Context: an optimization exercise on an open-source flow, tuned for small area, a short achievable clock period and few clock cycles per item. The choices shown serve that exercise and are no tape-out recipe.
At most, simulation tests tie the RTL to the original design; equivalence was not proved.
Function not checked in run 2: the RTL went through the layout flow alone.

==> flow/design.v, too long to show whole: its modules and the start of the top module <==
// module cheb_fa: 4 lines
// module cheb_ha: 4 lines
// module cheb_bpp: 3 lines
// module cheb_bppn: 3 lines
// module cheb_mac2: 368 lines
// module cheb_mac1: 571 lines
// module cheb_mac0: 524 lines
// module cheb_dsub: 103 lines
// module cheb_accadd: 86 lines
// module cheb_cpa16: 75 lines
// module layer: 123 lines
module layer #(
    parameter integer WIDTH     = 16,
    parameter integer ACC_WIDTH = 22
)(
    input  logic              clk,
    input  logic              rst_n,
    input  logic              start,
    input  logic signed [WIDTH-1:0] x_in,
    output logic              ready,
    output logic              debug_bit,
    output logic signed [WIDTH-1:0]     y_out,
    output logic signed [ACC_WIDTH-1:0] acc_out
);
  // ...
==> flow/run.sh <==
#!/bin/bash
# synth_recipe.tcl (not shown) runs the flow's synth.tcl, then flattens the netlist and writes it again
# the make line also repeats each setting of config.mk as NAME=value (left out here)
make -C /OpenROAD-flow-scripts/flow DESIGN_CONFIG=/design/flow/config.mk WORK_HOME=/design/flow/orfs CLKGATE_MAP_FILE= SYNTH_SCRIPT=/design/flow/synth_recipe.tcl finish
==> flow/config.mk <==
export PLATFORM = sky130hd
export DESIGN_NAME = layer
export DESIGN_NICKNAME = layer
export VERILOG_FILES = /design/flow/design.v
export SDC_FILE = /design/flow/constraint.sdc
export NUM_CORES = 4
export LEC_CHECK = 0
export CAP_MARGIN = 20
export CORE_MARGIN = 2
export CORE_UTILIZATION = 40
export SETUP_SLACK_MARGIN = 5
export SLEW_MARGIN = 20
export SYNTH_HIERARCHICAL = 1
export SYNTH_MINIMUM_KEEP_SIZE = 0
==> flow/constraint.sdc <==
create_clock -name core_clock -period 10.0 [get_ports {clk}]
set_input_delay 2.0000 -clock core_clock [delete_from_list [all_inputs] [get_ports {clk}]]
set_output_delay 2.0000 -clock core_clock [all_outputs]
set_load 0.01 [all_outputs]
==> summary.md, run 1 <==
| Metric | Value |
|---|---|
| Critical R2R Launch | a0[0] |
| Cell Chain, Critical Path | inv_1 -> fa_1 -> fa_1 -> nor2b_1 -> o2111ai_1 -> a21oi_2 -> o21ai_0 -> a2111oi_1 -> a211oi_1 -> nand2_1 -> inv_1 -> ha_1 -> nand4_1 -> inv_1 -> a221oi_2 -> a31oi_1 -> fa_1 -> xor2_1 |
| Setup TNS Final | 0 ps |
| Nets@finish | about 2,800 |
| Largest family of logic cells by synthesized area | adder cells |
| Die width | 263 microns |
| First-pass GRT wire length | 105,000 microns |
| Non-CTS buffers | 111 |
| I/O pin count | around 60 |
| H-tree depth | 2 |
| Worst hold stages | 0 |
| Fill cell count | between 6,000 and 7,000 |
| Fin. Hold Viols | 0 |
| Clk Tree Root Cell | clkbuf_16 |
| CORE AREA | between 60,000 and 70,000 sq um |
| Post-CTS Hold Buffers | 0 |
| Iter 0 DRT Violations | 1,092 |
| Yosys warns | 10 |
| Setup crit start | a0[0] |
| Adder-cell share of the synthesized area | 29.1% |
| Met1 WL | 29,000 microns |
| Avg Cell Area, Syn | 11.5 sq um |
| Worst clock skew | 22.7 ps |
| Num CTS Buffers | 40 |
| End of the critical path | acc[19] |
| Min Hold Slack | between 300 and 400 ps |
| Post-route cell area | 29,600 sq um |
| CP max-delay cell | fa_1 |
| M2 GR Usage | 31.4% |
| Initial antenna violation count | 0 |
| Top routing layer used | met4 |
| Worst Path Max Fanout | 7 |
| Global Route met1 Usage | 24.8% |
| Critical path required time | 10,450 ps |
| Initial core utilization | 40.2% |
| Clock-pin transition on the worst setup and hold timing paths | 60 ps |
| Rows | between 90 and 100 |
| CP Depth | 18 |
| Post-Syn Area | 26,900 sq um |
| Multi-input logic area | 19,000 sq um |
| Cts repair resizes | 0 |
| Status | complete, no violations |
| Final setup fails | 0 |
Testbench counts, summed over its fixed seeds: cycles 8,840, items 384.
==> module cheb_mac2, before the edit <==
module cheb_mac2 (
  input  logic [3:0]  idx,
  input  logic [14:0] dig,
  input  logic [15:0] x,
  output logic [15:0] ca,
  output logic [15:0] cb,
  output logic cc
);
  wire [4:0] m2_one = dig[4:0];
  wire [4:0] m2_two = dig[9:5];
  wire [4:0] m2_neg = dig[14:10];
  wire m2_pp0_0 = (m2_one[0] & x[0]) ^ m2_neg[0];
  wire m2_pp0_1;
  cheb_bpp u_m2_pp0_1 (.one(m2_one[0]), .two(m2_two[0]), .neg(m2_neg[0]), .bi(x[1]), .bim1(x[0]), .p(m2_pp0_1));
  wire m2_pp0_2;
  cheb_bpp u_m2_pp0_2 (.one(m2_one[0]), .two(m2_two[0]), .neg(m2_neg[0]), .bi(x[2]), .bim1(x[1]), .p(m2_pp0_2));
  wire m2_pp0_3;
  cheb_bpp u_m2_pp0_3 (.one(m2_one[0]), .two(m2_two[0]), .neg(m2_neg[0]), .bi(x[3]), .bim1(x[2]), .p(m2_pp0_3));
  wire m2_pp0_4;
  cheb_bpp u_m2_pp0_4 (.one(m2_one[0]), .two(m2_two[0]), .neg(m2_neg[0]), .bi(x[4]), .bim1(x[3]), .p(m2_pp0_4));
  wire m2_pp0_5;
  cheb_bpp u_m2_pp0_5 (.one(m2_one[0]), .two(m2_two[0]), .neg(m2_neg[0]), .bi(x[5]), .bim1(x[4]), .p(m2_pp0_5));
  wire m2_pp0_6;
  cheb_bpp u_m2_pp0_6 (.one(m2_one[0]), .two(m2_two[0]), .neg(m2_neg[0]), .bi(x[6]), .bim1(x[5]), .p(m2_pp0_6));
  wire m2_pp0_7;
  cheb_bpp u_m2_pp0_7 (.one(m2_one[0]), .two(m2_two[0]), .neg(m2_neg[0]), .bi(x[7]), .bim1(x[6]), .p(m2_pp0_7));
  wire m2_pp0_8;
  cheb_bpp u_m2_pp0_8 (.one(m2_one[0]), .two(m2_two[0]), .neg(m2_neg[0]), .bi(x[8]), .bim1(x[7]), .p(m2_pp0_8));
  wire m2_pp0_9;
  cheb_bpp u_m2_pp0_9 (.one(m2_one[0]), .two(m2_two[0]), .neg(m2_neg[0]), .bi(x[9]), .bim1(x[8]), .p(m2_pp0_9));
  wire m2_pp0_10;
  cheb_bpp u_m2_pp0_10 (.one(m2_one[0]), .two(m2_two[0]), .neg(m2_neg[0]), .bi(x[10]), .bim1(x[9]), .p(m2_pp0_10));
  wire m2_pp0_11;
  cheb_bpp u_m2_pp0_11 (.one(m2_one[0]), .two(m2_two[0]), .neg(m2_neg[0]), .bi(x[11]), .bim1(x[10]), .p(m2_pp0_11));
  wire m2_pp0_12;
  cheb_bpp u_m2_pp0_12 (.one(m2_one[0]), .two(m2_two[0]), .neg(m2_neg[0]), .bi(x[12]), .bim1(x[11]), .p(m2_pp0_12));
  wire m2_pp0_13;
  cheb_bpp u_m2_pp0_13 (.one(m2_one[0]), .two(m2_two[0]), .neg(m2_neg[0]), .bi(x[13]), .bim1(x[12]), .p(m2_pp0_13));
  wire m2_pp0_14;
  cheb_bpp u_m2_pp0_14 (.one(m2_one[0]), .two(m2_two[0]), .neg(m2_neg[0]), .bi(x[14]), .bim1(x[13]), .p(m2_pp0_14));
  wire m2_pp0_15;
  cheb_bpp u_m2_pp0_15 (.one(m2_one[0]), .two(m2_two[0]), .neg(m2_neg[0]), .bi(x[15]), .bim1(x[14]), .p(m2_pp0_15));
  wire m2_pp0_16;
  cheb_bppn u_m2_pp0_16 (.one(m2_one[0]), .two(m2_two[0]), .neg(m2_neg[0]), .bi(x[15]), .bim1(x[15]), .p(m2_pp0_16));
  wire m2_pp1_0 = (m2_one[1] & x[0]) ^ m2_neg[1];
  wire m2_pp1_1;
  cheb_bpp u_m2_pp1_1 (.one(m2_one[1]), .two(m2_two[1]), .neg(m2_neg[1]), .bi(x[1]), .bim1(x[0]), .p(m2_pp1_1));
  wire m2_pp1_2;
  cheb_bpp u_m2_pp1_2 (.one(m2_one[1]), .two(m2_two[1]), .neg(m2_neg[1]), .bi(x[2]), .bim1(x[1]), .p(m2_pp1_2));
  wire m2_pp1_3;
  cheb_bpp u_m2_pp1_3 (.one(m2_one[1]), .two(m2_two[1]), .neg(m2_neg[1]), .bi(x[3]), .bim1(x[2]), .p(m2_pp1_3));
  wire m2_pp1_4;
  cheb_bpp u_m2_pp1_4 (.one(m2_one[1]), .two(m2_two[1]), .neg(m2_neg[1]), .bi(x[4]), .bim1(x[3]), .p(m2_pp1_4));
  wire m2_pp1_5;
  cheb_bpp u_m2_pp1_5 (.one(m2_one[1]), .two(m2_two[1]), .neg(m2_neg[1]), .bi(x[5]), .bim1(x[4]), .p(m2_pp1_5));
  wire m2_pp1_6;
  cheb_bpp u_m2_pp1_6 (.one(m2_one[1]), .two(m2_two[1]), .neg(m2_neg[1]), .bi(x[6]), .bim1(x[5]), .p(m2_pp1_6));
  wire m2_pp1_7;
  cheb_bpp u_m2_pp1_7 (.one(m2_one[1]), .two(m2_two[1]), .neg(m2_neg[1]), .bi(x[7]), .bim1(x[6]), .p(m2_pp1_7));
  wire m2_pp1_8;
  cheb_bpp u_m2_pp1_8 (.one(m2_one[1]), .two(m2_two[1]), .neg(m2_neg[1]), .bi(x[8]), .bim1(x[7]), .p(m2_pp1_8));
  wire m2_pp1_9;
  cheb_bpp u_m2_pp1_9 (.one(m2_one[1]), .two(m2_two[1]), .neg(m2_neg[1]), .bi(x[9]), .bim1(x[8]), .p(m2_pp1_9));
  wire m2_pp1_10;
  cheb_bpp u_m2_pp1_10 (.one(m2_one[1]), .two(m2_two[1]), .neg(m2_neg[1]), .bi(x[10]), .bim1(x[9]), .p(m2_pp1_10));
  wire m2_pp1_11;
  cheb_bpp u_m2_pp1_11 (.one(m2_one[1]), .two(m2_two[1]), .neg(m2_neg[1]), .bi(x[11]), .bim1(x[10]), .p(m2_pp1_11));
  wire m2_pp1_12;
  cheb_bpp u_m2_pp1_12 (.one(m2_one[1]), .two(m2_two[1]), .neg(m2_neg[1]), .bi(x[12]), .bim1(x[11]), .p(m2_pp1_12));
  wire m2_pp1_13;
  cheb_bpp u_m2_pp1_13 (.one(m2_one[1]), .two(m2_two[1]), .neg(m2_neg[1]), .bi(x[13]), .bim1(x[12]), .p(m2_pp1_13));
  wire m2_pp1_14;
  cheb_bpp u_m2_pp1_14 (.one(m2_one[1]), .two(m2_two[1]), .neg(m2_neg[1]), .bi(x[14]), .bim1(x[13]), .p(m2_pp1_14));
  wire m2_pp1_15;
  cheb_bpp u_m2_pp1_15 (.one(m2_one[1]), .two(m2_two[1]), .neg(m2_neg[1]), .bi(x[15]), .bim1(x[14]), .p(m2_pp1_15));
  wire m2_pp1_16;
  cheb_bppn u_m2_pp1_16 (.one(m2_one[1]), .two(m2_two[1]), .neg(m2_neg[1]), .bi(x[15]), .bim1(x[15]), .p(m2_pp1_16));
  wire m2_pp2_0 = (m2_one[2] & x[0]) ^ m2_neg[2];
  wire m2_pp2_1;
  cheb_bpp u_m2_pp2_1 (.one(m2_one[2]), .two(m2_two[2]), .neg(m2_neg[2]), .bi(x[1]), .bim1(x[0]), .p(m2_pp2_1));
  wire m2_pp2_2;
  cheb_bpp u_m2_pp2_2 (.one(m2_one[2]), .two(m2_two[2]), .neg(m2_neg[2]), .bi(x[2]), .bim1(x[1]), .p(m2_pp2_2));
  wire m2_pp2_3;
  cheb_bpp u_m2_pp2_3 (.one(m2_one[2]), .two(m2_two[2]), .neg(m2_neg[2]), .bi(x[3]), .bim1(x[2]), .p(m2_pp2_3));
  wire m2_pp2_4;
  cheb_bpp u_m2_pp2_4 (.one(m2_one[2]), .two(m2_two[2]), .neg(m2_neg[2]), .bi(x[4]), .bim1(x[3]), .p(m2_pp2_4));
  wire m2_pp2_5;
  cheb_bpp u_m2_pp2_5 (.one(m2_one[2]), .two(m2_two[2]), .neg(m2_neg[2]), .bi(x[5]), .bim1(x[4]), .p(m2_pp2_5));
  wire m2_pp2_6;
  cheb_bpp u_m2_pp2_6 (.one(m2_one[2]), .two(m2_two[2]), .neg(m2_neg[2]), .bi(x[6]), .bim1(x[5]), .p(m2_pp2_6));
  wire m2_pp2_7;
  cheb_bpp u_m2_pp2_7 (.one(m2_one[2]), .two(m2_two[2]), .neg(m2_neg[2]), .bi(x[7]), .bim1(x[6]), .p(m2_pp2_7));
  wire m2_pp2_8;
  cheb_bpp u_m2_pp2_8 (.one(m2_one[2]), .two(m2_two[2]), .neg(m2_neg[2]), .bi(x[8]), .bim1(x[7]), .p(m2_pp2_8));
  wire m2_pp2_9;
  cheb_bpp u_m2_pp2_9 (.one(m2_one[2]), .two(m2_two[2]), .neg(m2_neg[2]), .bi(x[9]), .bim1(x[8]), .p(m2_pp2_9));
  wire m2_pp2_10;
  cheb_bpp u_m2_pp2_10 (.one(m2_one[2]), .two(m2_two[2]), .neg(m2_neg[2]), .bi(x[10]), .bim1(x[9]), .p(m2_pp2_10));
  wire m2_pp2_11;
  cheb_bpp u_m2_pp2_11 (.one(m2_one[2]), .two(m2_two[2]), .neg(m2_neg[2]), .bi(x[11]), .bim1(x[10]), .p(m2_pp2_11));
  wire m2_pp2_12;
  cheb_bpp u_m2_pp2_12 (.one(m2_one[2]), .two(m2_two[2]), .neg(m2_neg[2]), .bi(x[12]), .bim1(x[11]), .p(m2_pp2_12));
  wire m2_pp2_13;
  cheb_bpp u_m2_pp2_13 (.one(m2_one[2]), .two(m2_two[2]), .neg(m2_neg[2]), .bi(x[13]), .bim1(x[12]), .p(m2_pp2_13));
  wire m2_pp2_14;
  cheb_bpp u_m2_pp2_14 (.one(m2_one[2]), .two(m2_two[2]), .neg(m2_neg[2]), .bi(x[14]), .bim1(x[13]), .p(m2_pp2_14));
  wire m2_pp2_15;
  cheb_bpp u_m2_pp2_15 (.one(m2_one[2]), .two(m2_two[2]), .neg(m2_neg[2]), .bi(x[15]), .bim1(x[14]), .p(m2_pp2_15));
  wire m2_pp2_16;
  cheb_bppn u_m2_pp2_16 (.one(m2_one[2]), .two(m2_two[2]), .neg(m2_neg[2]), .bi(x[15]), .bim1(x[15]), .p(m2_pp2_16));
  wire m2_pp3_0 = (m2_one[3] & x[0]) ^ m2_neg[3];
  wire m2_pp3_1;
  cheb_bpp u_m2_pp3_1 (.one(m2_one[3]), .two(m2_two[3]), .neg(m2_neg[3]), .bi(x[1]), .bim1(x[0]), .p(m2_pp3_1));
  wire m2_pp3_2;
  cheb_bpp u_m2_pp3_2 (.one(m2_one[3]), .two(m2_two[3]), .neg(m2_neg[3]), .bi(x[2]), .bim1(x[1]), .p(m2_pp3_2));
  wire m2_pp3_3;
  cheb_bpp u_m2_pp3_3 (.one(m2_one[3]), .two(m2_two[3]), .neg(m2_neg[3]), .bi(x[3]), .bim1(x[2]), .p(m2_pp3_3));
  wire m2_pp3_4;
  cheb_bpp u_m2_pp3_4 (.one(m2_one[3]), .two(m2_two[3]), .neg(m2_neg[3]), .bi(x[4]), .bim1(x[3]), .p(m2_pp3_4));
  wire m2_pp3_5;
  cheb_bpp u_m2_pp3_5 (.one(m2_one[3]), .two(m2_two[3]), .neg(m2_neg[3]), .bi(x[5]), .bim1(x[4]), .p(m2_pp3_5));
  wire m2_pp3_6;
  cheb_bpp u_m2_pp3_6 (.one(m2_one[3]), .two(m2_two[3]), .neg(m2_neg[3]), .bi(x[6]), .bim1(x[5]), .p(m2_pp3_6));
  wire m2_pp3_7;
  cheb_bpp u_m2_pp3_7 (.one(m2_one[3]), .two(m2_two[3]), .neg(m2_neg[3]), .bi(x[7]), .bim1(x[6]), .p(m2_pp3_7));
  wire m2_pp3_8;
  cheb_bpp u_m2_pp3_8 (.one(m2_one[3]), .two(m2_two[3]), .neg(m2_neg[3]), .bi(x[8]), .bim1(x[7]), .p(m2_pp3_8));
  wire m2_pp3_9;
  cheb_bpp u_m2_pp3_9 (.one(m2_one[3]), .two(m2_two[3]), .neg(m2_neg[3]), .bi(x[9]), .bim1(x[8]), .p(m2_pp3_9));
  wire m2_pp3_10;
  cheb_bpp u_m2_pp3_10 (.one(m2_one[3]), .two(m2_two[3]), .neg(m2_neg[3]), .bi(x[10]), .bim1(x[9]), .p(m2_pp3_10));
  wire m2_pp3_11;
  cheb_bpp u_m2_pp3_11 (.one(m2_one[3]), .two(m2_two[3]), .neg(m2_neg[3]), .bi(x[11]), .bim1(x[10]), .p(m2_pp3_11));
  wire m2_pp3_12;
  cheb_bpp u_m2_pp3_12 (.one(m2_one[3]), .two(m2_two[3]), .neg(m2_neg[3]), .bi(x[12]), .bim1(x[11]), .p(m2_pp3_12));
  wire m2_pp3_13;
  cheb_bpp u_m2_pp3_13 (.one(m2_one[3]), .two(m2_two[3]), .neg(m2_neg[3]), .bi(x[13]), .bim1(x[12]), .p(m2_pp3_13));
  wire m2_pp3_14;
  cheb_bpp u_m2_pp3_14 (.one(m2_one[3]), .two(m2_two[3]), .neg(m2_neg[3]), .bi(x[14]), .bim1(x[13]), .p(m2_pp3_14));
  wire m2_pp3_15;
  cheb_bpp u_m2_pp3_15 (.one(m2_one[3]), .two(m2_two[3]), .neg(m2_neg[3]), .bi(x[15]), .bim1(x[14]), .p(m2_pp3_15));
  wire m2_pp3_16;
  cheb_bppn u_m2_pp3_16 (.one(m2_one[3]), .two(m2_two[3]), .neg(m2_neg[3]), .bi(x[15]), .bim1(x[15]), .p(m2_pp3_16));
  wire m2_pp4_0 = (m2_one[4] & x[0]) ^ m2_neg[4];
  wire m2_pp4_1;
  cheb_bpp u_m2_pp4_1 (.one(m2_one[4]), .two(m2_two[4]), .neg(m2_neg[4]), .bi(x[1]), .bim1(x[0]), .p(m2_pp4_1));
  wire m2_pp4_2;
  cheb_bpp u_m2_pp4_2 (.one(m2_one[4]), .two(m2_two[4]), .neg(m2_neg[4]), .bi(x[2]), .bim1(x[1]), .p(m2_pp4_2));
  wire m2_pp4_3;
  cheb_bpp u_m2_pp4_3 (.one(m2_one[4]), .two(m2_two[4]), .neg(m2_neg[4]), .bi(x[3]), .bim1(x[2]), .p(m2_pp4_3));
  wire m2_pp4_4;
  cheb_bpp u_m2_pp4_4 (.one(m2_one[4]), .two(m2_two[4]), .neg(m2_neg[4]), .bi(x[4]), .bim1(x[3]), .p(m2_pp4_4));
  wire m2_pp4_5;
  cheb_bpp u_m2_pp4_5 (.one(m2_one[4]), .two(m2_two[4]), .neg(m2_neg[4]), .bi(x[5]), .bim1(x[4]), .p(m2_pp4_5));
  wire m2_pp4_6;
  cheb_bpp u_m2_pp4_6 (.one(m2_one[4]), .two(m2_two[4]), .neg(m2_neg[4]), .bi(x[6]), .bim1(x[5]), .p(m2_pp4_6));
  wire m2_pp4_7;
  cheb_bpp u_m2_pp4_7 (.one(m2_one[4]), .two(m2_two[4]), .neg(m2_neg[4]), .bi(x[7]), .bim1(x[6]), .p(m2_pp4_7));
  wire m2_pp4_8;
  cheb_bpp u_m2_pp4_8 (.one(m2_one[4]), .two(m2_two[4]), .neg(m2_neg[4]), .bi(x[8]), .bim1(x[7]), .p(m2_pp4_8));
  wire m2_pp4_9;
  cheb_bpp u_m2_pp4_9 (.one(m2_one[4]), .two(m2_two[4]), .neg(m2_neg[4]), .bi(x[9]), .bim1(x[8]), .p(m2_pp4_9));
  wire m2_pp4_10;
  cheb_bpp u_m2_pp4_10 (.one(m2_one[4]), .two(m2_two[4]), .neg(m2_neg[4]), .bi(x[10]), .bim1(x[9]), .p(m2_pp4_10));
  wire m2_pp4_11;
  cheb_bpp u_m2_pp4_11 (.one(m2_one[4]), .two(m2_two[4]), .neg(m2_neg[4]), .bi(x[11]), .bim1(x[10]), .p(m2_pp4_11));
  wire m2_pp4_12;
  cheb_bpp u_m2_pp4_12 (.one(m2_one[4]), .two(m2_two[4]), .neg(m2_neg[4]), .bi(x[12]), .bim1(x[11]), .p(m2_pp4_12));
  wire m2_pp4_13;
  cheb_bpp u_m2_pp4_13 (.one(m2_one[4]), .two(m2_two[4]), .neg(m2_neg[4]), .bi(x[13]), .bim1(x[12]), .p(m2_pp4_13));
  wire m2_pp4_14;
  cheb_bpp u_m2_pp4_14 (.one(m2_one[4]), .two(m2_two[4]), .neg(m2_neg[4]), .bi(x[14]), .bim1(x[13]), .p(m2_pp4_14));
  wire m2_pp4_15;
  cheb_bpp u_m2_pp4_15 (.one(m2_one[4]), .two(m2_two[4]), .neg(m2_neg[4]), .bi(x[15]), .bim1(x[14]), .p(m2_pp4_15));
  wire m2_pp4_16;
  cheb_bppn u_m2_pp4_16 (.one(m2_one[4]), .two(m2_two[4]), .neg(m2_neg[4]), .bi(x[15]), .bim1(x[15]), .p(m2_pp4_16));
  logic [20:0] m2_k;
  always_comb begin
    case (idx)
      4'd0: m2_k = 21'h2c2;
      4'd1: m2_k = 21'h1ffeaa;
      4'd2: m2_k = 21'h764;
      4'd3: m2_k = 21'h25e5;
      4'd4: m2_k = 21'h1ff822;
      4'd5: m2_k = 21'h1ff5e5;
      4'd6: m2_k = 21'h1fe8ab;
      4'd7: m2_k = 21'h207;
      4'd8: m2_k = 21'h7ba;
      4'd9: m2_k = 21'h1fef09;
      4'd10: m2_k = 21'h1ff7d6;
      4'd11: m2_k = 21'h1ffbc9;
      4'd12: m2_k = 21'h57c;
      4'd13: m2_k = 21'h1ffec1;
      4'd14: m2_k = 21'h1553;
      4'd15: m2_k = 21'h1fff22;
      default: m2_k = '0;
    endcase
  end
  wire m2_w1 = ~m2_k[12];
  wire m2_w2 = m2_k[12];
  wire m2_w3 = ~m2_k[13];
  wire m2_w4 = m2_k[13];
  wire m2_w5, m2_w6;
  cheb_ha u_m2_w5 (.a(m2_k[3]), .b(m2_pp0_6), .s(m2_w5), .co(m2_w6));
  wire m2_w7, m2_w8;
  cheb_ha u_m2_w7 (.a(m2_pp0_7), .b(m2_pp1_5), .s(m2_w7), .co(m2_w8));
  wire m2_w9, m2_w10;
  cheb_fa u_m2_w9 (.a(m2_k[4]), .b(m2_pp0_8), .c(m2_pp1_6), .s(m2_w9), .co(m2_w10));
  wire m2_w11, m2_w12;
  cheb_ha u_m2_w11 (.a(m2_pp2_4), .b(m2_pp3_2), .s(m2_w11), .co(m2_w12));
  wire m2_w13, m2_w14;
  cheb_fa u_m2_w13 (.a(m2_k[5]), .b(m2_pp0_9), .c(m2_pp1_7), .s(m2_w13), .co(m2_w14));
  wire m2_w15, m2_w16;
  cheb_fa u_m2_w15 (.a(m2_pp2_5), .b(m2_pp3_3), .c(m2_pp4_1), .s(m2_w15), .co(m2_w16));
  wire m2_w17, m2_w18;
  cheb_fa u_m2_w17 (.a(m2_k[6]), .b(m2_pp0_10), .c(m2_pp1_8), .s(m2_w17), .co(m2_w18));
  wire m2_w19, m2_w20;
  cheb_fa u_m2_w19 (.a(m2_pp2_6), .b(m2_pp3_4), .c(m2_pp4_2), .s(m2_w19), .co(m2_w20));
  wire m2_w21, m2_w22;
  cheb_fa u_m2_w21 (.a(m2_k[7]), .b(m2_pp0_11), .c(m2_pp1_9), .s(m2_w21), .co(m2_w22));
  wire m2_w23, m2_w24;
  cheb_fa u_m2_w23 (.a(m2_pp2_7), .b(m2_pp3_5), .c(m2_pp4_3), .s(m2_w23), .co(m2_w24));
  wire m2_w25, m2_w26;
  cheb_fa u_m2_w25 (.a(m2_k[8]), .b(m2_pp0_12), .c(m2_pp1_10), .s(m2_w25), .co(m2_w26));
  wire m2_w27, m2_w28;
  cheb_fa u_m2_w27 (.a(m2_pp2_8), .b(m2_pp3_6), .c(m2_pp4_4), .s(m2_w27), .co(m2_w28));
  wire m2_w29, m2_w30;
  cheb_fa u_m2_w29 (.a(m2_k[9]), .b(m2_pp0_13), .c(m2_pp1_11), .s(m2_w29), .co(m2_w30));
  wire m2_w31, m2_w32;
  cheb_fa u_m2_w31 (.a(m2_pp2_9), .b(m2_pp3_7), .c(m2_pp4_5), .s(m2_w31), .co(m2_w32));
  wire m2_w33, m2_w34;
  cheb_fa u_m2_w33 (.a(m2_k[10]), .b(m2_pp0_14), .c(m2_pp1_12), .s(m2_w33), .co(m2_w34));
  wire m2_w35, m2_w36;
  cheb_fa u_m2_w35 (.a(m2_pp2_10), .b(m2_pp3_8), .c(m2_pp4_6), .s(m2_w35), .co(m2_w36));
  wire m2_w37, m2_w38;
  cheb_fa u_m2_w37 (.a(m2_k[11]), .b(m2_pp0_15), .c(m2_pp1_13), .s(m2_w37), .co(m2_w38));
  wire m2_w39, m2_w40;
  cheb_fa u_m2_w39 (.a(m2_pp2_11), .b(m2_pp3_9), .c(m2_pp4_7), .s(m2_w39), .co(m2_w40));
  wire m2_w41, m2_w42;
  cheb_fa u_m2_w41 (.a(m2_pp0_16), .b(m2_pp1_14), .c(m2_pp2_12), .s(m2_w41), .co(m2_w42));
  wire m2_w43, m2_w44;
  cheb_fa u_m2_w43 (.a(m2_pp3_10), .b(m2_pp4_8), .c(m2_w1), .s(m2_w43), .co(m2_w44));
  wire m2_w45, m2_w46;
  cheb_fa u_m2_w45 (.a(m2_w2), .b(m2_pp1_15), .c(m2_pp2_13), .s(m2_w45), .co(m2_w46));
  wire m2_w47, m2_w48;
  cheb_fa u_m2_w47 (.a(m2_pp3_11), .b(m2_pp4_9), .c(m2_w3), .s(m2_w47), .co(m2_w48));
  wire m2_w49, m2_w50;
  cheb_fa u_m2_w49 (.a(m2_k[14]), .b(m2_w4), .c(m2_pp1_16), .s(m2_w49), .co(m2_w50));
  wire m2_w51, m2_w52;
  cheb_fa u_m2_w51 (.a(m2_pp2_14), .b(m2_pp3_12), .c(m2_pp4_10), .s(m2_w51), .co(m2_w52));
  wire m2_w53 = ~(m2_k[15] ^ m2_pp2_15);
  wire m2_w54 = m2_k[15] | m2_pp2_15;
  wire m2_w55, m2_w56;
  cheb_ha u_m2_w55 (.a(m2_pp3_13), .b(m2_pp4_11), .s(m2_w55), .co(m2_w56));
  wire m2_w57, m2_w58;
  cheb_fa u_m2_w57 (.a(m2_k[16]), .b(m2_pp2_16), .c(m2_pp3_14), .s(m2_w57), .co(m2_w58));
  wire m2_w59 = ~m2_k[17];
  wire m2_w60 = m2_k[17];
  wire m2_w61, m2_w62;
  cheb_ha u_m2_w61 (.a(m2_k[2]), .b(m2_pp0_4), .s(m2_w61), .co(m2_w62));
  wire m2_w63, m2_w64;
  cheb_ha u_m2_w63 (.a(m2_pp0_5), .b(m2_pp1_3), .s(m2_w63), .co(m2_w64));
  wire m2_w65, m2_w66;
  cheb_fa u_m2_w65 (.a(m2_pp1_4), .b(m2_pp2_2), .c(m2_pp3_0), .s(m2_w65), .co(m2_w66));
  wire m2_w67, m2_w68;
  cheb_fa u_m2_w67 (.a(m2_pp2_3), .b(m2_pp3_1), .c(m2_w6), .s(m2_w67), .co(m2_w68));
  wire m2_w69, m2_w70;
  cheb_fa u_m2_w69 (.a(m2_pp4_0), .b(m2_w8), .c(m2_w11), .s(m2_w69), .co(m2_w70));
  wire m2_w71, m2_w72;
  cheb_fa u_m2_w71 (.a(m2_w12), .b(m2_w10), .c(m2_w13), .s(m2_w71), .co(m2_w72));
  wire m2_w73, m2_w74;
  cheb_fa u_m2_w73 (.a(m2_w14), .b(m2_w16), .c(m2_w17), .s(m2_w73), .co(m2_w74));
  wire m2_w75, m2_w76;
  cheb_fa u_m2_w75 (.a(m2_w18), .b(m2_w20), .c(m2_w21), .s(m2_w75), .co(m2_w76));
  wire m2_w77, m2_w78;
  cheb_fa u_m2_w77 (.a(m2_w22), .b(m2_w24), .c(m2_w25), .s(m2_w77), .co(m2_w78));
  wire m2_w79, m2_w80;
  cheb_fa u_m2_w79 (.a(m2_w26), .b(m2_w28), .c(m2_w29), .s(m2_w79), .co(m2_w80));
  wire m2_w81, m2_w82;
  cheb_fa u_m2_w81 (.a(m2_w30), .b(m2_w32), .c(m2_w33), .s(m2_w81), .co(m2_w82));
  wire m2_w83, m2_w84;
  cheb_fa u_m2_w83 (.a(m2_w34), .b(m2_w36), .c(m2_w37), .s(m2_w83), .co(m2_w84));
  wire m2_w85, m2_w86;
  cheb_fa u_m2_w85 (.a(m2_w38), .b(m2_w40), .c(m2_w41), .s(m2_w85), .co(m2_w86));
  wire m2_w87, m2_w88;
  cheb_fa u_m2_w87 (.a(m2_w42), .b(m2_w44), .c(m2_w45), .s(m2_w87), .co(m2_w88));
  wire m2_w89, m2_w90;
  cheb_fa u_m2_w89 (.a(m2_w46), .b(m2_w48), .c(m2_w49), .s(m2_w89), .co(m2_w90));
  wire m2_w91, m2_w92;
  cheb_fa u_m2_w91 (.a(m2_w55), .b(m2_w50), .c(m2_w52), .s(m2_w91), .co(m2_w92));
  wire m2_w93, m2_w94;
  cheb_fa u_m2_w93 (.a(m2_pp4_12), .b(m2_w56), .c(m2_w54), .s(m2_w93), .co(m2_w94));
  wire m2_w95, m2_w96;
  cheb_fa u_m2_w95 (.a(m2_pp3_15), .b(m2_pp4_13), .c(m2_w59), .s(m2_w95), .co(m2_w96));
  wire m2_w97, m2_w98;
  cheb_fa u_m2_w97 (.a(m2_k[18]), .b(m2_w60), .c(m2_pp3_16), .s(m2_w97), .co(m2_w98));
  wire m2_w99 = ~m2_k[19];
  wire m2_w100 = m2_k[19];
  wire m2_w101, m2_w102;
  cheb_ha u_m2_w101 (.a(m2_k[1]), .b(m2_pp0_2), .s(m2_w101), .co(m2_w102));
  wire m2_w103, m2_w104;
  cheb_ha u_m2_w103 (.a(m2_pp0_3), .b(m2_pp1_1), .s(m2_w103), .co(m2_w104));
  wire m2_w105, m2_w106;
  cheb_fa u_m2_w105 (.a(m2_pp1_2), .b(m2_pp2_0), .c(m2_w61), .s(m2_w105), .co(m2_w106));
  wire m2_w107, m2_w108;
  cheb_fa u_m2_w107 (.a(m2_pp2_1), .b(m2_w62), .c(m2_w63), .s(m2_w107), .co(m2_w108));
  wire m2_w109, m2_w110;
  cheb_fa u_m2_w109 (.a(m2_w64), .b(m2_w5), .c(m2_w65), .s(m2_w109), .co(m2_w110));
  wire m2_w111, m2_w112;
  cheb_fa u_m2_w111 (.a(m2_w7), .b(m2_w66), .c(m2_w67), .s(m2_w111), .co(m2_w112));
  wire m2_w113, m2_w114;
  cheb_fa u_m2_w113 (.a(m2_w9), .b(m2_w68), .c(m2_w69), .s(m2_w113), .co(m2_w114));
  wire m2_w115, m2_w116;
  cheb_fa u_m2_w115 (.a(m2_w15), .b(m2_w70), .c(m2_w71), .s(m2_w115), .co(m2_w116));
  wire m2_w117, m2_w118;
  cheb_fa u_m2_w117 (.a(m2_w19), .b(m2_w72), .c(m2_w73), .s(m2_w117), .co(m2_w118));
  wire m2_w119, m2_w120;
  cheb_fa u_m2_w119 (.a(m2_w23), .b(m2_w74), .c(m2_w75), .s(m2_w119), .co(m2_w120));
  wire m2_w121, m2_w122;
  cheb_fa u_m2_w121 (.a(m2_w27), .b(m2_w76), .c(m2_w77), .s(m2_w121), .co(m2_w122));
  wire m2_w123, m2_w124;
  cheb_fa u_m2_w123 (.a(m2_w31), .b(m2_w78), .c(m2_w79), .s(m2_w123), .co(m2_w124));
  wire m2_w125, m2_w126;
  cheb_fa u_m2_w125 (.a(m2_w35), .b(m2_w80), .c(m2_w81), .s(m2_w125), .co(m2_w126));
  wire m2_w127, m2_w128;
  cheb_fa u_m2_w127 (.a(m2_w39), .b(m2_w82), .c(m2_w83), .s(m2_w127), .co(m2_w128));
  wire m2_w129, m2_w130;
  cheb_fa u_m2_w129 (.a(m2_w43), .b(m2_w84), .c(m2_w85), .s(m2_w129), .co(m2_w130));
  wire m2_w131, m2_w132;
  cheb_fa u_m2_w131 (.a(m2_w47), .b(m2_w86), .c(m2_w87), .s(m2_w131), .co(m2_w132));
  wire m2_w133, m2_w134;
  cheb_fa u_m2_w133 (.a(m2_w51), .b(m2_w88), .c(m2_w89), .s(m2_w133), .co(m2_w134));
  wire m2_w135, m2_w136;
  cheb_fa u_m2_w135 (.a(m2_w53), .b(m2_w90), .c(m2_w91), .s(m2_w135), .co(m2_w136));
  wire m2_w137, m2_w138;
  cheb_fa u_m2_w137 (.a(m2_w57), .b(m2_w92), .c(m2_w93), .s(m2_w137), .co(m2_w138));
  wire m2_w139, m2_w140;
  cheb_fa u_m2_w139 (.a(m2_w58), .b(m2_w95), .c(m2_w94), .s(m2_w139), .co(m2_w140));
  wire m2_w141, m2_w142;
  cheb_fa u_m2_w141 (.a(m2_pp4_14), .b(m2_w96), .c(m2_w97), .s(m2_w141), .co(m2_w142));
  wire m2_w143, m2_w144;
  cheb_fa u_m2_w143 (.a(m2_pp4_15), .b(m2_w99), .c(m2_w98), .s(m2_w143), .co(m2_w144));
  wire m2_w145, m2_w146;
  cheb_fa u_m2_w145 (.a(m2_k[20]), .b(m2_w100), .c(m2_pp4_16), .s(m2_w145), .co(m2_w146));
  wire [24:0] m2_a = {m2_w144, m2_w142, m2_w140, m2_w138, m2_w136, m2_w134, m2_w132, m2_w130, m2_w128, m2_w126, m2_w124, m2_w122, m2_w120, m2_w118, m2_w116, m2_w114, m2_w112, m2_w110, m2_w108, m2_w106, m2_w104, m2_w102, m2_w101, m2_pp0_1, m2_k[0]};
  wire [24:0] m2_b = {m2_w145, m2_w143, m2_w141, m2_w139, m2_w137, m2_w135, m2_w133, m2_w131, m2_w129, m2_w127, m2_w125, m2_w123, m2_w121, m2_w119, m2_w117, m2_w115, m2_w113, m2_w111, m2_w109, m2_w107, m2_w105, m2_w103, m2_pp1_0, 1'b0, m2_pp0_0};
  wire [8:0] m2_g = m2_a[8:0] & m2_b[8:0];
  wire [8:0] m2_p = m2_a[8:0] ^ m2_b[8:0];
  wire m2_G0_1 = m2_g[1] | (m2_p[1] & m2_g[0]);
  wire m2_P0_1 = m2_p[1] & m2_p[0];
  wire m2_G2_3 = m2_g[3] | (m2_p[3] & m2_g[2]);
  wire m2_P2_3 = m2_p[3] & m2_p[2];
  wire m2_G0_3 = m2_G2_3 | (m2_P2_3 & m2_G0_1);
  wire m2_P0_3 = m2_P2_3 & m2_P0_1;
  wire m2_G4_5 = m2_g[5] | (m2_p[5] & m2_g[4]);
  wire m2_P4_5 = m2_p[5] & m2_p[4];
  wire m2_G7_8 = m2_g[8] | (m2_p[8] & m2_g[7]);
  wire m2_P7_8 = m2_p[8] & m2_p[7];
  wire m2_G6_8 = m2_G7_8 | (m2_P7_8 & m2_g[6]);
  wire m2_P6_8 = m2_P7_8 & m2_p[6];
  wire m2_G4_8 = m2_G6_8 | (m2_P6_8 & m2_G4_5);
  wire m2_P4_8 = m2_P6_8 & m2_P4_5;
  wire m2_G0_8 = m2_G4_8 | (m2_P4_8 & m2_G0_3);
  wire m2_P0_8 = m2_P4_8 & m2_P0_3;
  assign ca = m2_a[24:9];
  assign cb = m2_b[24:9];
  assign cc = m2_G0_8;
endmodule
==> run 2: changes to the inputs <==
--- a/flow/design.v
+++ b/flow/design.v
@@ -17,3 +17,2 @@
   input  logic [3:0]  idx,
-  input  logic [14:0] dig,
   input  logic [15:0] x,
@@ -23,5 +22,68 @@
 );
-  wire [4:0] m2_one = dig[4:0];
-  wire [4:0] m2_two = dig[9:5];
-  wire [4:0] m2_neg = dig[14:10];
+  logic [4:0] m2_one;
+  always_comb begin
+    case (idx)
+      4'd0: m2_one = 5'h18;
+      4'd1: m2_one = 5'h1b;
+      4'd2: m2_one = 5'h14;
+      4'd3: m2_one = 5'h1e;
+      4'd4: m2_one = 5'ha;
+      4'd5: m2_one = 5'h15;
+      4'd6: m2_one = 5'h17;
+      4'd7: m2_one = 5'h16;
+      4'd8: m2_one = 5'he;
+      4'd9: m2_one = 5'h15;
+      4'd10: m2_one = 5'h14;
+      4'd11: m2_one = 5'h19;
+      4'd12: m2_one = 5'h1d;
+      4'd13: m2_one = 5'h15;
+      4'd14: m2_one = 5'h13;
+      4'd15: m2_one = 5'h15;
+      default: m2_one = '0;
+    endcase
+  end
+  logic [4:0] m2_two;
+  always_comb begin
+    case (idx)
+      4'd0: m2_two = 5'h6;
+      4'd1: m2_two = 5'h4;
+      4'd2: m2_two = 5'h8;
+      4'd3: m2_two = 5'h1;
+      4'd4: m2_two = 5'h14;
+      4'd5: m2_two = 5'h2;
+      4'd6: m2_two = 5'h8;
+      4'd7: m2_two = 5'h9;
+      4'd8: m2_two = 5'h0;
+      4'd9: m2_two = 5'ha;
+      4'd10: m2_two = 5'ha;
+      4'd11: m2_two = 5'h4;
+      4'd12: m2_two = 5'h0;
+      4'd13: m2_two = 5'h2;
+      4'd14: m2_two = 5'h0;
+      4'd15: m2_two = 5'h2;
+      default: m2_two = '0;
+    endcase
+  end
+  logic [4:0] m2_neg;
+  always_comb begin
+    case (idx)
+      4'd0: m2_neg = 5'h12;
+      4'd1: m2_neg = 5'h1a;
+      4'd2: m2_neg = 5'h14;
+      4'd3: m2_neg = 5'h15;
+      4'd4: m2_neg = 5'h12;
+      4'd5: m2_neg = 5'h15;
+      4'd6: m2_neg = 5'h1b;
+      4'd7: m2_neg = 5'h17;
+      4'd8: m2_neg = 5'ha;
+      4'd9: m2_neg = 5'h19;
+      4'd10: m2_neg = 5'h6;
+      4'd11: m2_neg = 5'h19;
+      4'd12: m2_neg = 5'hc;
+      4'd13: m2_neg = 5'h11;
+      4'd14: m2_neg = 5'h3;
+      4'd15: m2_neg = 5'h12;
+      default: m2_neg = '0;
+    endcase
+  end
   wire m2_pp0_0 = (m2_one[0] & x[0]) ^ m2_neg[0];
@@ -1583,85 +1645,137 @@
   input  logic        first,
-  input  logic        valid,
   input  logic [21:0] acc,
-  input  logic [15:0] y,
+  input  logic [15:0] a,
+  input  logic [15:0] b,
+  input  logic        c,
   output logic [21:0] s
 );
-  wire [21:0] a = first ? 22'd0 : acc;
-  wire [21:0] b = valid ? {{6{y[15]}}, y} : 22'd0;
-  wire [21:0] aa_g0 = a & b;
-  wire [21:0] aa_p0 = a ^ b;
-  wire aa_G1 = aa_g0[1] | (aa_p0[1] & aa_g0[0]);
-  wire aa_P1 = aa_p0[1] & aa_p0[0];
-  wire aa_G2 = aa_g0[3] | (aa_p0[3] & aa_g0[2]);
-  wire aa_P2 = aa_p0[3] & aa_p0[2];
-  wire aa_G3 = aa_g0[5] | (aa_p0[5] & aa_g0[4]);
-  wire aa_P3 = aa_p0[5] & aa_p0[4];
-  wire aa_G4 = aa_g0[7] | (aa_p0[7] & aa_g0[6]);
-  wire aa_P4 = aa_p0[7] & aa_p0[6];
-  wire aa_G5 = aa_g0[9] | (aa_p0[9] & aa_g0[8]);
-  wire aa_P5 = aa_p0[9] & aa_p0[8];
-  wire aa_G6 = aa_g0[11] | (aa_p0[11] & aa_g0[10]);
-  wire aa_P6 = aa_p0[11] & aa_p0[10];
-  wire aa_G7 = aa_g0[13] | (aa_p0[13] & aa_g0[12]);
-  wire aa_P7 = aa_p0[13] & aa_p0[12];
-  wire aa_G8 = aa_g0[15] | (aa_p0[15] & aa_g0[14]);
-  wire aa_P8 = aa_p0[15] & aa_p0[14];
-  wire aa_G9 = aa_g0[17] | (aa_p0[17] & aa_g0[16]);
-  wire aa_P9 = aa_p0[17] & aa_p0[16];
-  wire aa_G10 = aa_g0[19] | (aa_p0[19] & aa_g0[18]);
-  wire aa_P10 = aa_p0[19] & aa_p0[18];
-  wire aa_G11 = aa_g0[21] | (aa_p0[21] & aa_g0[20]);
-  wire aa_P11 = aa_p0[21] & aa_p0[20];
-  wire aa_G12 = aa_G2 | (aa_P2 & aa_G1);
-  wire aa_P12 = aa_P2 & aa_P1;
-  wire aa_G13 = aa_G4 | (aa_P4 & aa_G3);
-  wire aa_P13 = aa_P4 & aa_P3;
-  wire aa_G14 = aa_G6 | (aa_P6 & aa_G5);
-  wire aa_P14 = aa_P6 & aa_P5;
-  wire aa_G15 = aa_G8 | (aa_P8 & aa_G7);
-  wire aa_P15 = aa_P8 & aa_P7;
-  wire aa_G16 = aa_G10 | (aa_P10 & aa_G9);
-  wire aa_P16 = aa_P10 & aa_P9;
-  wire aa_G17 = aa_G13 | (aa_P13 & aa_G12);
-  wire aa_P17 = aa_P13 & aa_P12;
-  wire aa_G18 = aa_G15 | (aa_P15 & aa_G14);
-  wire aa_P18 = aa_P15 & aa_P14;
-  wire aa_G19 = aa_G18 | (aa_P18 & aa_G17);
-  wire aa_P19 = aa_P18 & aa_P17;
-  wire aa_G20 = aa_G14 | (aa_P14 & aa_G17);
-  wire aa_P20 = aa_P14 & aa_P17;
-  wire aa_G21 = aa_G16 | (aa_P16 & aa_G19);
-  wire aa_P21 = aa_P16 & aa_P19;
-  wire aa_G22 = aa_G3 | (aa_P3 & aa_G12);
-  wire aa_P22 = aa_P3 & aa_P12;
-  wire aa_G23 = aa_G5 | (aa_P5 & aa_G17);
-  wire aa_P23 = aa_P5 & aa_P17;
-  wire aa_G24 = aa_G7 | (aa_P7 & aa_G20);
-  wire aa_P24 = aa_P7 & aa_P20;
-  wire aa_G25 = aa_G9 | (aa_P9 & aa_G19);
-  wire aa_P25 = aa_P9 & aa_P19;
-  wire aa_G26 = aa_G11 | (aa_P11 & aa_G21);
-  wire aa_P26 = aa_P11 & aa_P21;
-  wire aa_G27 = aa_g0[2] | (aa_p0[2] & aa_G1);
-  wire aa_P27 = aa_p0[2] & aa_P1;
-  wire aa_G28 = aa_g0[4] | (aa_p0[4] & aa_G12);
-  wire aa_P28 = aa_p0[4] & aa_P12;
-  wire aa_G29 = aa_g0[6] | (aa_p0[6] & aa_G22);
-  wire aa_P29 = aa_p0[6] & aa_P22;
-  wire aa_G30 = aa_g0[8] | (aa_p0[8] & aa_G17);
-  wire aa_P30 = aa_p0[8] & aa_P17;
-  wire aa_G31 = aa_g0[10] | (aa_p0[10] & aa_G23);
-  wire aa_P31 = aa_p0[10] & aa_P23;
-  wire aa_G32 = aa_g0[12] | (aa_p0[12] & aa_G20);
-  wire aa_P32 = aa_p0[12] & aa_P20;
-  wire aa_G33 = aa_g0[14] | (aa_p0[14] & aa_G24);
-  wire aa_P33 = aa_p0[14] & aa_P24;
-  wire aa_G34 = aa_g0[16] | (aa_p0[16] & aa_G19);
-  wire aa_P34 = aa_p0[16] & aa_P19;
-  wire aa_G35 = aa_g0[18] | (aa_p0[18] & aa_G25);
-  wire aa_P35 = aa_p0[18] & aa_P25;
-  wire aa_G36 = aa_g0[20] | (aa_p0[20] & aa_G21);
-  wire aa_P36 = aa_p0[20] & aa_P21;
-  wire [21:0] aa_s = {aa_p0[21] ^ aa_G36, aa_p0[20] ^ aa_G21, aa_p0[19] ^ aa_G35, aa_p0[18] ^ aa_G25, aa_p0[17] ^ aa_G34, aa_p0[16] ^ aa_G19, aa_p0[15] ^ aa_G33, aa_p0[14] ^ aa_G24, aa_p0[13] ^ aa_G32, aa_p0[12] ^ aa_G20, aa_p0[11] ^ aa_G31, aa_p0[10] ^ aa_G23, aa_p0[9] ^ aa_G30, aa_p0[8] ^ aa_G17, aa_p0[7] ^ aa_G29, aa_p0[6] ^ aa_G22, aa_p0[5] ^ aa_G28, aa_p0[4] ^ aa_G12, aa_p0[3] ^ aa_G27, aa_p0[2] ^ aa_G1, aa_p0[1] ^ aa_g0[0], aa_p0[0] ^ 1'b0};
-  assign s = aa_s;
+  wire [21:0] ax = first ? 22'd0 : acc;
+  wire [15:0] ap = a ^ 16'h8000;
+  wire [16:0] cr;
+  wire [15:0] sm;
+  assign cr[0] = c;
+  cheb_fa u_f0 (.a(ax[0]), .b(ap[0]), .c(b[0]), .s(sm[0]), .co(cr[1]));
+  cheb_fa u_f1 (.a(ax[1]), .b(ap[1]), .c(b[1]), .s(sm[1]), .co(cr[2]));
+  cheb_fa u_f2 (.a(ax[2]), .b(ap[2]), .c(b[2]), .s(sm[2]), .co(cr[3]));
+  cheb_fa u_f3 (.a(ax[3]), .b(ap[3]), .c(b[3]), .s(sm[3]), .co(cr[4]));
+  cheb_fa u_f4 (.a(ax[4]), .b(ap[4]), .c(b[4]), .s(sm[4]), .co(cr[5]));
+  cheb_fa u_f5 (.a(ax[5]), .b(ap[5]), .c(b[5]), .s(sm[5]), .co(cr[6]));
+  cheb_fa u_f6 (.a(ax[6]), .b(ap[6]), .c(b[6]), .s(sm[6]), .co(cr[7]));
+  cheb_fa u_f7 (.a(ax[7]), .b(ap[7]), .c(b[7]), .s(sm[7]), .co(cr[8]));
+  cheb_fa u_f8 (.a(ax[8]), .b(ap[8]), .c(b[8]), .s(sm[8]), .co(cr[9]));
+  cheb_fa u_f9 (.a(ax[9]), .b(ap[9]), .c(b[9]), .s(sm[9]), .co(cr[10]));
+  cheb_fa u_f10 (.a(ax[10]), .b(ap[10]), .c(b[10]), .s(sm[10]), .co(cr[11]));
+  cheb_fa u_f11 (.a(ax[11]), .b(ap[11]), .c(b[11]), .s(sm[11]), .co(cr[12]));
+  cheb_fa u_f12 (.a(ax[12]), .b(ap[12]), .c(b[12]), .s(sm[12]), .co(cr[13]));
+  cheb_fa u_f13 (.a(ax[13]), .b(ap[13]), .c(b[13]), .s(sm[13]), .co(cr[14]));
+  cheb_fa u_f14 (.a(ax[14]), .b(ap[14]), .c(b[14]), .s(sm[14]), .co(cr[15]));
+  cheb_fa u_f15 (.a(ax[15]), .b(ap[15]), .c(b[15]), .s(sm[15]), .co(cr[16]));
+  wire [16:0] ra = {1'b0, sm};
+  wire [16:0] rb = cr;
+  wire [16:0] g = ra & rb;
+  wire [16:0] p = ra ^ rb;
+  wire G0_1 = g[1] | (p[1] & g[0]);
+  wire P0_1 = p[1] & p[0];
+  wire G0_3 = g[3] | (p[3] & g[2]);
+  wire P0_3 = p[3] & p[2];
+  wire G0_5 = g[5] | (p[5] & g[4]);
+  wire P0_5 = p[5] & p[4];
+  wire G0_7 = g[7] | (p[7] & g[6]);
+  wire P0_7 = p[7] & p[6];
+  wire G0_9 = g[9] | (p[9] & g[8]);
+  wire P0_9 = p[9] & p[8];
+  wire G0_11 = g[11] | (p[11] & g[10]);
+  wire P0_11 = p[11] & p[10];
+  wire G0_13 = g[13] | (p[13] & g[12]);
+  wire P0_13 = p[13] & p[12];
+  wire G0_15 = g[15] | (p[15] & g[14]);
+  wire P0_15 = p[15] & p[14];
+  wire G1_2 = g[2] | (p[2] & G0_1);
+  wire P1_2 = p[2] & P0_1;
+  wire G1_3 = G0_3 | (P0_3 & G0_1);
+  wire P1_3 = P0_3 & P0_1;
+  wire G1_6 = g[6] | (p[6] & G0_5);
+  wire P1_6 = p[6] & P0_5;
+  wire G1_7 = G0_7 | (P0_7 & G0_5);
+  wire P1_7 = P0_7 & P0_5;
+  wire G1_10 = g[10] | (p[10] & G0_9);
+  wire P1_10 = p[10] & P0_9;
+  wire G1_11 = G0_11 | (P0_11 & G0_9);
+  wire P1_11 = P0_11 & P0_9;
+  wire G1_14 = g[14] | (p[14] & G0_13);
+  wire P1_14 = p[14] & P0_13;
+  wire G1_15 = G0_15 | (P0_15 & G0_13);
+  wire P1_15 = P0_15 & P0_13;
+  wire G2_4 = g[4] | (p[4] & G1_3);
+  wire P2_4 = p[4] & P1_3;
+  wire G2_5 = G0_5 | (P0_5 & G1_3);
+  wire P2_5 = P0_5 & P1_3;
+  wire G2_6 = G1_6 | (P1_6 & G1_3);
+  wire P2_6 = P1_6 & P1_3;
+  wire G2_7 = G1_7 | (P1_7 & G1_3);
+  wire P2_7 = P1_7 & P1_3;
+  wire G2_12 = g[12] | (p[12] & G1_11);
+  wire P2_12 = p[12] & P1_11;
+  wire G2_13 = G0_13 | (P0_13 & G1_11);
+  wire P2_13 = P0_13 & P1_11;
+  wire G2_14 = G1_14 | (P1_14 & G1_11);
+  wire P2_14 = P1_14 & P1_11;
+  wire G2_15 = G1_15 | (P1_15 & G1_11);
+  wire P2_15 = P1_15 & P1_11;
+  wire G3_8 = g[8] | (p[8] & G2_7);
+  wire P3_8 = p[8] & P2_7;
+  wire G3_9 = G0_9 | (P0_9 & G2_7);
+  wire P3_9 = P0_9 & P2_7;
+  wire G3_10 = G1_10 | (P1_10 & G2_7);
+  wire P3_10 = P1_10 & P2_7;
+  wire G3_11 = G1_11 | (P1_11 & G2_7);
+  wire P3_11 = P1_11 & P2_7;
+  wire G3_12 = G2_12 | (P2_12 & G2_7);
+  wire P3_12 = P2_12 & P2_7;
+  wire G3_13 = G2_13 | (P2_13 & G2_7);
+  wire P3_13 = P2_13 & P2_7;
+  wire G3_14 = G2_14 | (P2_14 & G2_7);
+  wire P3_14 = P2_14 & P2_7;
+  wire G3_15 = G2_15 | (P2_15 & G2_7);
+  wire P3_15 = P2_15 & P2_7;
+  wire G4_16 = g[16] | (p[16] & G3_15);
+  wire P4_16 = p[16] & P3_15;
+  wire [16:0] lo = {p[16] ^ G3_15, p[15] ^ G3_14, p[14] ^ G3_13, p[13] ^ G3_12, p[12] ^ G3_11, p[11] ^ G3_10, p[10] ^ G3_9, p[9] ^ G3_8, p[8] ^ G2_7, p[7] ^ G2_6, p[6] ^ G2_5, p[5] ^ G2_4, p[4] ^ G1_3, p[3] ^ G1_2, p[2] ^ G0_1, p[1] ^ g[0], p[0]};
+  wire lo17 = G4_16;
+  wire [15:0] tg = ap & b;
+  wire [15:0] tp = ap ^ b;
+  wire tg0c = tg[0] | (tp[0] & c);
+  wire TG0_1 = tg[1] | (tp[1] & tg0c);
+  wire TP0_1 = tp[1] & tp[0];
+  wire TG2_3 = tg[3] | (tp[3] & tg[2]);
+  wire TP2_3 = tp[3] & tp[2];
+  wire TG0_3 = TG2_3 | (TP2_3 & TG0_1);
+  wire TP0_3 = TP2_3 & TP0_1;
+  wire TG4_5 = tg[5] | (tp[5] & tg[4]);
+  wire TP4_5 = tp[5] & tp[4];
+  wire TG6_7 = tg[7] | (tp[7] & tg[6]);
+  wire TP6_7 = tp[7] & tp[6];
+  wire TG4_7 = TG6_7 | (TP6_7 & TG4_5);
+  wire TP4_7 = TP6_7 & TP4_5;
+  wire TG0_7 = TG4_7 | (TP4_7 & TG0_3);
+  wire TP0_7 = TP4_7 & TP0_3;
+  wire TG8_9 = tg[9] | (tp[9] & tg[8]);
+  wire TP8_9 = tp[9] & tp[8];
+  wire TG10_11 = tg[11] | (tp[11] & tg[10]);
+  wire TP10_11 = tp[11] & tp[10];
+  wire TG8_11 = TG10_11 | (TP10_11 & TG8_9);
+  wire TP8_11 = TP10_11 & TP8_9;
+  wire TG12_13 = tg[13] | (tp[13] & tg[12]);
+  wire TP12_13 = tp[13] & tp[12];
+  wire TG14_15 = tg[15] | (tp[15] & tg[14]);
+  wire TP14_15 = tp[15] & tp[14];
+  wire TG12_15 = TG14_15 | (TP14_15 & TG12_13);
+  wire TP12_15 = TP14_15 & TP12_13;
+  wire TG8_15 = TG12_15 | (TP12_15 & TG8_11);
+  wire TP8_15 = TP12_15 & TP8_11;
+  wire TG0_15 = TG8_15 | (TP8_15 & TG0_7);
+  wire TP0_15 = TP8_15 & TP0_7;
+  wire t16 = TG0_15;
+  wire [5:0] hi = ax[21:16] + {4'b0, lo17, lo[16]} + {5'b0, lo[15]} - 6'd1 - {5'b0, t16};
+  assign s = {hi, lo[15:0] ^ 16'h8000};
 endmodule
@@ -1789,27 +1903,3 @@
     end
-    wire [3:0] idx_n = start ? 4'd0 : cnt;
-  logic [14:0] dig_n;
-  always_comb begin
-    case (idx_n)
-      4'd0: dig_n = 15'h48d8;
-      4'd1: dig_n = 15'h689b;
-      4'd2: dig_n = 15'h5114;
-      4'd3: dig_n = 15'h543e;
-      4'd4: dig_n = 15'h4a8a;
-      4'd5: dig_n = 15'h5455;
-      4'd6: dig_n = 15'h6d17;
-      4'd7: dig_n = 15'h5d36;
-      4'd8: dig_n = 15'h280e;
-      4'd9: dig_n = 15'h6555;
-      4'd10: dig_n = 15'h1954;
-      4'd11: dig_n = 15'h6499;
-      4'd12: dig_n = 15'h301d;
-      4'd13: dig_n = 15'h4455;
-      4'd14: dig_n = 15'hc13;
-      4'd15: dig_n = 15'h4855;
-      default: dig_n = '0;
-    endcase
-  end
     logic [3:0]  i0, i1, i2, i3, i4;
-    logic [14:0] dig0;
     logic [15:0] x0, x1, x2, x3, x4;
@@ -1820,7 +1910,6 @@
     logic        c2_n, c1_n, c0_n;
-    logic [15:0] b2_n, b1_n, d_n, y_n;
+    logic [15:0] b2_n, b1_n, d_n;
     always_ff @(posedge clk) begin
         x0   <= x_in;
-        i0   <= idx_n;
-        dig0 <= dig_n;
+        i0   <= start ? 4'd0 : cnt;
         x1 <= x0;  i1 <= i0;
@@ -1837,3 +1926,3 @@
     end
-    cheb_mac2  u_m2  (.idx(i0), .dig(dig0), .x(x0), .ca(a2_n), .cb(b2s_n), .cc(c2_n));
+    cheb_mac2  u_m2  (.idx(i0), .x(x0), .ca(a2_n), .cb(b2s_n), .cc(c2_n));
     cheb_cpa16 u_p2  (.a(a2), .b(b2s), .c(c2), .s(b2_n));
@@ -1843,7 +1932,6 @@
     cheb_mac0  u_m0  (.x(x4), .bin(b1), .d(d), .ca(a0_n), .cb(b0s_n), .cc(c0_n));
-    cheb_cpa16 u_p0  (.a(a0), .b(b0s), .c(c0), .s(y_n));
     logic signed [ACC_WIDTH-1:0] acc, acc_n;
-    cheb_accadd u_acc (.first(fst6), .valid(v5), .acc(acc), .y(y_n), .s(acc_n));
+    cheb_accadd u_acc (.first(fst6), .acc(acc), .a(a0), .b(b0s), .c(c0), .s(acc_n));
     always_ff @(posedge clk)
-        acc <= acc_n;
+        if (v5) acc <= acc_n;
     function automatic logic [WIDTH-1:0] requant(input logic [ACC_WIDTH-1:0] a);
==> flow/flow/run.sh (new file) <==
#!/bin/bash
# The standard layout (the standard.sh), in two parts:
#  1. the standard synthesis;
#  3. the rest of the standard flow, with timing repair aimed at a setup
#     slack margin of 6.6 ns. The SDC, clock period and I/O constraints are
#     unchanged.
set -euo pipefail
bash standard.sh synth > synth.log 2>&1
R=orfs/results/sky130hd/layer/base
openroad -no_init -exit flow/downsize.tcl > downsize.log 2>&1
bash standard.sh SETUP_SLACK_MARGIN=6.6 finish > standard.log 2>&1
==> flow/flow/downsize.tcl (new file) <==
set odb orfs/results/sky130hd/layer/base/1_synth.odb
read_db $odb
set db [ord::get_db]
set block [ord::get_db_block]
set to [$db findMaster sky130_fd_sc_hd__a22oi_1]
set n 0
foreach inst [$block getInsts] {
  if {[[$inst getMaster] getName] eq "sky130_fd_sc_hd__a22oi_2"} {
    $inst swapMaster $to
    incr n
  }
}
puts "downsized $n a22oi_2 to a22oi_1"
write_db $odb
==> flow/standard.sh (new file) <==
#!/bin/bash
# synth_recipe.tcl (not shown) runs the flow's synth.tcl, then flattens the netlist and writes it again
# the make line also repeats each setting of config.mk as NAME=value (left out here)
make -C /OpenROAD-flow-scripts/flow DESIGN_CONFIG=/design/flow/config.mk WORK_HOME=/design/flow/orfs CLKGATE_MAP_FILE= SYNTH_SCRIPT=/design/flow/synth_recipe.tcl "${@:-finish}"
--- a/flow/config.mk
+++ b/flow/config.mk
@@ -10,3 +10,3 @@
 export CORE_UTILIZATION = 40
-export SETUP_SLACK_MARGIN = 5
+export CTS_BUF_LIST = sky130_fd_sc_hd__clkbuf_4 sky130_fd_sc_hd__clkbuf_8
 export SLEW_MARGIN = 20
removed: flow/run.sh
==> run 2 against run 1 <==
Still clean. Via count increased by 4.0%. Register-to-register slack barely moved. Critical path depth increased by 1. Sequential share of layout area decreased by 1.1 points. Hold slack worse by 13 ps. Clock skew up 19 ps. Wire length increased by 1.9%. Utilization increased by 6.2 points.
==> summary.md, run 2 <==
| Metric | Value |
|---|---|
| Reg2reg path depth | 19 (was 18) |
| PnR worst setup slack | 5340 ps (about the same) |
| Hold crit path type | flop to flop (unchanged) |
| Max reg flops | 22 (unchanged) |
| Port Buffers | 58 (unchanged) |
| Yosys warns | 10 (unchanged) |
| Nets@finish | 2,978 (was 2,846) |
| Metal2 WL | 34,900 microns (was 31,000 microns) |
| Vias per std cell | 5.35 (was 5.33) |
| Worst Path Arrival | 5050 ps (was 5110 ps) |
| Drt wl/cell | 19.6 microns (was 19.9 microns) |
| Initial antenna violation count | 2 (was 0) |
| Post-CTS Hold Buffers | 0 (unchanged) |
| Final setup fails | 0 (unchanged) |
| DR DRC count | 0 (unchanged) |
| Gr ovfl total | 0 (unchanged) |
| Syn Nets | 2,714 (was 2,821) |
| H-tree depth | 2 (unchanged) |
| DRT Pass-1 Iters | 6 (was 5) |
| Number of global-route vias before repair | 19,701 (was 18,515) |
| Most common cell after layout, fill and taps aside | xnor2_1 (unchanged) |
| Status | complete, no violations (unchanged) |
| Post-Syn Area | 25,000 sq um (was 26,900 sq um) |
| WL met3 | 3430 microns (was 2790 microns) |
| Max Buffers Root-to-Sink | 3 (unchanged) |
| Worst slew pin tran | 979 ps (was 1190 ps) |
| Critical path required time | 10,380 ps (was 10,450 ps) |
| Clock Sinks | 314 (was 329) |
| WS Path Type | flop to flop (unchanged) |
| Place WS | 4830 ps (was 5270 ps) |
| Initial core utilization | 40.5% (was 40.2%) |
| Total Wirelength | 66,400 microns (was 65,200 microns) |
| Worst relative slew slack | 34.7% (was 20.7%) |
| Crit path capture type | flop (unchanged) |
| Worst clock skew | 42.2 ps (was 22.7 ps) |
| Hold path startpoint | x3[1] (was x3[13]) |
| R2r setup slk | 5340 ps (about the same) |
| Biggest register | acc (unchanged) |
| Synthesis-to-layout area growth | 24.9% (was 10.0%) |
| CORE AREA | 61,800 sq um (was 66,900 sq um) |
| Met1 WL | 25,900 microns (was 29,000 microns) |
| Avg Cell Area, Syn | 11.2 sq um (was 11.5 sq um) |
| Startpoint class of the critical path | flop (unchanged) |
| Worst hold endpoint | x4[1] (was x4[13]) |
| Period utilization | 46.6% (about the same) |
| Syn Inst Count | 2,234 (was 2,345) |
| Clock latency (worst-skew pair) | 680 ps (was 570 ps) |
| I/O pin count | 59 (unchanged) |
| Top routing layer used | met4 (unchanged) |
| Max-cap violations | 0 (unchanged) |
| Rows | 91 (was 95) |
| Antenna Violating Nets Remaining | 0 (unchanged) |
| Worst hold stages | 0 (unchanged) |
| Worst R2R End | acc[20] (was acc[19]) |
| Clock-pin transition on the worst setup and hold timing paths | 60 ps (about the same) |
| RSZ-0062 raised after global routing | true (was false) |
| Setup TNS Final | 0 ps (unchanged) |
| Final max-slew violation count | 0 (unchanged) |
| Total GRT Usage | 20.8% (was 19.0%) |
| Detailed-placement wirelength estimate | 44,100 microns (was 47,500 microns) |
| Die ar. | 64,600 sq um (was 69,400 sq um) |
| First-pass GRT wire length | 106,000 microns (was 105,000 microns) |
| Layout Utilization | 50.5% (was 44.3%) |
| Routed via count | 18,127 (was 17,428) |
| Clk Tree Root Cell | clkbuf_8 (was clkbuf_16) |
| Die Height | 254 microns (was 263 microns) |
| TritonCTS clock tree | done (unchanged) |
| Worst Path Max Fanout | 7 (unchanged) |
| Num CTS Buffers | 59 (was 40) |
| Most frequent cells in the layout | xnor2_1, a22oi_1, dfxtp_1, fa_1, buf_4 (was xnor2_1, a22oi_2, dfxtp_1, fa_1, ha_1) |
| Critical R2R Launch | fst6 (was a0[0]) |
| Iter 0 DRT Violations | 1,137 (was 1,092) |
| Fmax | 214 MHz (about the same) |
| Fin. Hold Viols | 0 (unchanged) |
| GP Congestion | 0.859 (was 0.875) |
| Post-route minimum period | 4660 ps (about the same) |
| Layout cells sized above 1 | 28.2% (was 20.8%) |
| Die width | 254 microns (was 263 microns) |
| Largest net degree at the start of global routing | 35 (was 31) |
## run 2: repair_timing
action                     CTS  global route
gates resized for setup    212            89
setup endpoints to repair  136            94
cloned                       0             1
buffers inserted           203            58
pin swaps                   51            78
## run 2: worst max path at each step
stage / startpoint / slack, ps / endpoint
2_1_floorplan: acc[0] / 5440 / acc[20]
3_3_place_gp: fst6 / 4930 / acc[20]
3_5_place_dp: fst6 / 4830 / acc[20]
4_1_cts: fst6 / 5320 / acc[20]
5_1_grt: fst6 / 5110 / acc[20]
6_report: fst6 / 5340 / acc[20]
## run 2: worst max-delay path, stage by stage (launching register included)
cell	delay, ps
dfrtp_4	520
nor2b_4	130
fa_1	400
ha_2	190
fa_2	350
a211oi_2	220
o21ai_2	120
a41oi_4	200
o21ai_4	90
a221oi_4	240
o21bai_1	90
ha_1	270
inv_1	50
fa_1	490
inv_2	40
ha_4	150
fa_2	340
a21o_1	160
a21oi_1	190
xnor2_1	90
## run 2: per-layer routing
| metal | vias to the layer above | global-route usage [%] |
|---|---|---|
| li1 | 8273 | - |
| met2 | 615 | 38.3 |
| met5 | - | 0 |
| met4 | 0 | 8.61 |
| met1 | 9103 | 23.9 |
| met3 | 136 | 3.10 |
## run 2: metrics by stage
| step | area [sq um] | cells | hold slack [ps] |
|---|---|---|---|
| finish | 31200 | 3386 | 308 |
| global route | 31200 | 3386 | 314 |
| CTS | 30400 | 3326 | 290 |
| detailed placement | 26800 | 3012 | 312 |
| global placement | 26800 | 3012 | 310 |
| floorplan | 26000 | 2234 | 309 |
## run 2: final cells by class
type / count / area [sq um]
diodes: 1 / 2.50
clock buffers: 83 / 1060
clock inverters: 28 / 342
fillers: 5470 / 30600
inverters: 119 / 478
multi-input cells: 1677 / 18500
flip-flops and latches: 314 / 6700
well taps: 837 / 1050
repair buffers: 327 / 3100

-- static timing again, ports no longer ideal --
In the flow no input, the clock included, has a driving cell. The finished layouts below were timed again as built, in two steps. Step 1 assumes that a clkbuf_16 drives the clock port and a buf_2 every other input. Step 2 moves the port delays by t, midway between the first and last clock arrival at a register: inputs arrive t later, outputs are due t later. That takes back most of the time a late clock gives input paths. Slacks: no drivers / after step 1 / after step 2; pairs: no drivers / after step 1.
run	t, ns	slack for setup (ns)	hold slack, ns	worst setup path after step 2	slew at the worst register clock pin (ns)
run 1	0.617	5.337 / 5.337 / 5.337	0.320 / 0.320 / 0.320	register to register	0.06 / 0.06
run 2	0.710	5.335 / 5.335 / 5.335	0.308 / 0.308 / 0.308	register to register	0.07 / 0.07
After both steps every run listed still meets setup and hold.
